This design comes from an exercise in tuning for small area on the open sky130 flow, not from production work.
The RTL was checked by simulation tests, not by an equivalence proof against the original design.
Power is estimated from default activity; no workload was simulated.

job 8651:
==> flow/design.v (excerpt) <==
module moving_average_v4 #(
    parameter DATA_WIDTH = 16
) (
    input wire clk,
    input wire rst_n,
    input wire enable,
    input wire data_refresh,
    input wire output_refresh_mode,
    input wire signed [DATA_WIDTH-1:0] din,
    input wire [2:0] mode,
    output reg signed [DATA_WIDTH-1:0] dout,
    output reg output_pulse
);
reg [15:0] h [1:16];
reg [3:0] c;
reg full;
reg [18:0] r7;
reg [19:0] r16;
wire we = enable & data_refresh;
wire wen = ~we;
wire v1 = full | (c != 4'd0);
wire v2 = full | (c >= 4'd2);
wire v3 = full | (c >= 4'd3);
wire v7 = full | (c >= 4'd7);
wire [15:0] h1m  = v1 ? h[1] : 16'd0;
wire [15:0] h2m  = (v2 && mode[1]) ? h[2] : 16'd0;
wire [15:0] h3m  = (v3 && mode[1] && mode[0]) ? h[3] : 16'd0;
wire [15:0] h7m  = v7 ? h[7] : 16'd0;
wire [15:0] h16m = full ? h[16] : 16'd0;
wire [15:0] t7  = we ? h7m : din;
wire [15:0] t16 = we ? h16m : din;
genvar k;
wire [15:0] p0, q0, p1, q1;
wire [15:0] s16;
wire [16:0] ca;
generate
    for (k = 0; k < 16; k = k + 1) begin : g_s16
        fa u_r0 (.a(din[k]), .b(h1m[k]), .ci(h2m[k]), .s(p0[k]), .co(q0[k]));
        if (k == 0) begin : b0
            assign q1[0] = p0[0] & h3m[0];
            assign p1[0] = 1'b0;
            assign s16[0] = 1'b0;
  ...
Size in the first run: about 320 flip-flops, roughly 13000 sq um of cells after synthesis.
Settings: LEC_CHECK=0, CAP_MARGIN=20, CORE_MARGIN=2, CORE_UTILIZATION=70, PLACE_DENSITY=0.8, SLEW_MARGIN=20, SYNTH_HIERARCHICAL=1; clock period 11.0 ns.
standard.sh (not shown) runs the stock make flow with config.mk's settings and CLKGATE_MAP_FILE= SYNTH_SCRIPT=/design/flow/synth_recipe.tcl, a recipe that flattens the netlist after the stock synthesis.
==> flow/flow/run.sh <==
#!/bin/bash
# Standard layout, with smaller port buffers and a clock tree without dummy loads.
set -e
export BUFFER_PORTS_ARGS="-buffer_cell sky130_fd_sc_hd__buf_1"
export CTS_ARGS="-sink_clustering_enable -repair_clock_nets -sink_clustering_size 20 -sink_clustering_max_diameter 60 -buf_list sky130_fd_sc_hd__clkbuf_8 -dont_use_dummy_load"
bash standard.sh > standard.log 2>&1
Job 8651 did not stop at any stage, and its layout met the timing, DRC and antenna checks.
What job 8209 does differently from job 8651 at the input level:
- swapping 0.8 for 0.85 in PLACE_DENSITY
- swapping 70 for 80 in CORE_UTILIZATION
==> flow/flow/run.sh <==
#!/bin/bash
# Standard layout, with smaller port buffers and a clock tree without dummy loads.
set -e
export BUFFER_PORTS_ARGS="-buffer_cell sky130_fd_sc_hd__buf_1"
export CTS_ARGS="-sink_clustering_enable -repair_clock_nets -sink_clustering_size 18 -sink_clustering_max_diameter 55 -buf_list sky130_fd_sc_hd__clkbuf_8 -dont_use_dummy_load"
bash standard.sh > standard.log 2>&1
Notes after the runs:
- Job 8209: setup slack is 170 ps higher than what job 8651 reported.
- Job 8209 finished all stages; the layout is clean.
- | clock network power share | higher: job 8209 |
- Compared with job 8651, job 8209 shows a hold slack that is 11 ps lower.
diff inputs: job 8209 => job 3631
- a change of CORE_UTILIZATION from 80 to 70
- a change of PLACE_DENSITY from 0.85 to 0.8
Notes after the runs:
- Against job 8209 as the reference, job 3631 delivers a lower wire length of the first global-routing pass.
- met1 wire length of job 3631 exceeds that of job 8209 by a few percent.
- Job 3631 vs job 8209, number of antenna violations at the first check in global routing went down by 1.
- Higher final estimated routing congestion in global placement was reported by job 8209, not job 3631.
- Compared with job 8209, job 3631 shows a starting density of the core that is 9.9 points lower.
- The fraction of area in registers in job 3631 was lower than what job 8209 gave.
- Job 3631 vs job 8209, minimum clock period after layout went up by 170 ps.
- Total length of routed met2 wires: job 3631 < job 8209
- Diff job 8209 and job 3631: layout overhead on the synthesized area lower in job 8209
Edits applied to the flow inputs when going from job 3631 to job 8331:
==> flow/flow/run.sh <==
#!/bin/bash
# Standard layout, with smaller port buffers and a clock tree without dummy loads.
set -e
export BUFFER_PORTS_ARGS="-buffer_cell sky130_fd_sc_hd__buf_1"
export CTS_ARGS="-sink_clustering_enable -repair_clock_nets -sink_clustering_size 8 -sink_clustering_max_diameter 30 -buf_list sky130_fd_sc_hd__clkbuf_4 -dont_use_dummy_load"
bash standard.sh > standard.log 2>&1
[summary]
- Between job 8331 and job 3631, it is job 8331 whose share of total power in combinational logic is lower, by 0.6 points.
- Changes observed in job 8331 relative to job 3631: area growth from synthesis to layout went up by 0.53 points, post-layout total power went up about 1.3%, peak supply drop went down about 20%, minimum period implied by the final worst setup slack moved down.
- In the flow results for job 8331 and job 3631, the number of fillers in the final layout is larger on job 8331.
- Compared with job 3631, in job 8331 worst setup slack went up; maximum operating frequency went up.
- Relative to job 3631, the wire length of the first global-routing pass measured on job 8331 has increased by a few percent.

* * *

moving_average_v4, a different RTL version from the one above (not shown whole).
Size in the first run: roughly 960 cells after synthesis, roughly 320 flip-flops, roughly 41 I/O pins.
export LEC_CHECK = 0
export CAP_MARGIN = 20
export CORE_MARGIN = 2
export CORE_UTILIZATION = 70
export PLACE_DENSITY = 0.8
export SLEW_MARGIN = 20
export SYNTH_HIERARCHICAL = 1
create_clock -name core_clock -period 11.0 [get_ports {clk}]
==> flow/flow/run.sh <==
#!/bin/bash
# Standard layout, with smaller port buffers and a clock tree without dummy loads.
set -e
export BUFFER_PORTS_ARGS="-buffer_cell sky130_fd_sc_hd__buf_1"
export CTS_ARGS="-sink_clustering_enable -repair_clock_nets -sink_clustering_size 25 -sink_clustering_max_diameter 60 -buf_list sky130_fd_sc_hd__clkbuf_16 -dont_use_dummy_load"
bash standard.sh > standard.log 2>&1
Then changed:
==> flow/run.sh (new file) <==
#!/bin/bash
# synth_recipe.tcl (not shown) runs the flow's synth.tcl, then flattens the netlist and writes it again
# the make line also repeats each setting of config.mk as NAME=value (left out here)
make -C /OpenROAD-flow-scripts/flow DESIGN_CONFIG=/design/flow/config.mk WORK_HOME=/design/flow/orfs CLKGATE_MAP_FILE= SYNTH_SCRIPT=/design/flow/synth_recipe.tcl finish
CTS_BUF_LIST = sky130_fd_sc_hd__clkbuf_16   (was not set)
CTS_CLUSTER_DIAMETER = 60   (was not set)
CTS_CLUSTER_SIZE = 25   (was not set)
removed: flow/flow/run.sh
removed: flow/standard.sh
Outcome:
- The new run finished clean
- area after synthesis stays the same
- total power rises by a few percent
- combinational power rose by a few percent
- worst setup slack degrades by 98 ps
- fmax went down slightly
- wire length rises by a few percent
- first-iteration DRC count rose by a quarter to a third
- clock power rose by roughly a tenth
Then changed:
CTS_BUF_LIST = sky130_fd_sc_hd__clkbuf_4   (was sky130_fd_sc_hd__clkbuf_16)
CTS_CLUSTER_DIAMETER = not set   (was 60)
CTS_CLUSTER_SIZE = not set   (was 25)
After rerunning: Wire length rises by 2.3%; global-route usage came out higher by 0.87 points; register-to-register slack barely changes; worst hold slack degrades by 6.6 ps; critical path depth drops by 1; via count climbs by 5.0%; final cell count grows by 8.4%; combinational power is about the same; setup slack is better by 39 ps.
Then changed:
==> flow/flow/run.sh (new file) <==
#!/bin/bash
# Standard layout, with smaller port buffers and a clock tree without dummy loads.
set -e
export BUFFER_PORTS_ARGS="-buffer_cell sky130_fd_sc_hd__buf_1"
export CTS_ARGS="-sink_clustering_enable -repair_clock_nets -sink_clustering_size 30 -sink_clustering_max_diameter 70 -buf_list sky130_fd_sc_hd__clkbuf_16 -dont_use_dummy_load"
bash standard.sh > standard.log 2>&1
==> flow/standard.sh (new file) <==
#!/bin/bash
# synth_recipe.tcl (not shown) runs the flow's synth.tcl, then flattens the netlist and writes it again
# the make line also repeats each setting of config.mk as NAME=value (left out here)
make -C /OpenROAD-flow-scripts/flow DESIGN_CONFIG=/design/flow/config.mk WORK_HOME=/design/flow/orfs CLKGATE_MAP_FILE= SYNTH_SCRIPT=/design/flow/synth_recipe.tcl "${@:-finish}"
CORE_UTILIZATION = 85   (was 70)
CTS_BUF_LIST = not set   (was sky130_fd_sc_hd__clkbuf_4)
PLACE_DENSITY = 0.9   (was 0.8)
removed: flow/run.sh
=>
- via count increases by 7.2%
- synthesized area stays the same
- global-route usage increases by 15 points
- cell count decreases by 13%

[afterwards: timing with drivers on the ports]
In the flow no input, the clock included, has a driving cell. The finished layouts below were timed again as built, in two steps.
Step 1 sets driving cells, clkbuf_16 on the clock port and buf_2 on the other inputs (assumed; they add their load-dependent delay and slew).
Step 2 times the ports against the registers' clock, not the clock port: input delays grow and output delays shrink by t, the midpoint of the rising clock arrivals with the driver on.
a / b / c = no drivers / after step 1 / after step 2; a / b = the first two.
| run | t (ns) | setup slack, ns | hold slack, ns | latest minus earliest clock arrival (ns) | pins driven straight from the clock port |
|---|---|---|---|---|---|
| job 8651 | 0.576 | 0.445 / 0.458 / -0.118 | 0.466 / 0.466 / 0.466 | 0.048 / 0.047 | 1 |
| job 8209 | 0.593 | 0.615 / 0.626 / 0.033 | 0.455 / 0.455 / 0.455 | 0.048 / 0.047 | 1 |
| job 3631 | 0.587 | 0.445 / 0.459 / -0.128 | 0.471 / 0.471 / 0.471 | 0.045 / 0.045 | 1 |
| job 8331 | 0.694 | 0.556 / 0.564 / -0.130 | 0.445 / 0.445 / 0.445 | 0.086 / 0.085 | 1 |
| the first run of note 2 | 0.542 | 0.252 / 0.263 / -0.279 | 0.447 / 0.447 / 0.447 | 0.040 / 0.040 | 1 |
| the second run of note 2 | 0.555 | 0.155 / 0.163 / -0.393 | 0.476 / 0.476 / 0.476 | 0.017 / 0.017 | 1 |
| the third run of note 2 | 0.691 | 0.194 / 0.197 / -0.494 | 0.470 / 0.470 / 0.470 | 0.048 / 0.048 | 1 |
| the fourth run of note 2 | 0.540 | 0.099 / 0.116 / -0.424 | 0.478 / 0.478 / 0.478 | 0.039 / 0.039 | 1 |
With both steps, setup timing fails in 7 of these runs, where it was met with ideal ports. The setup slack of the third run of note 2, which loses most, moves by +0.003 ns with the drivers and by -0.688 ns with both steps.
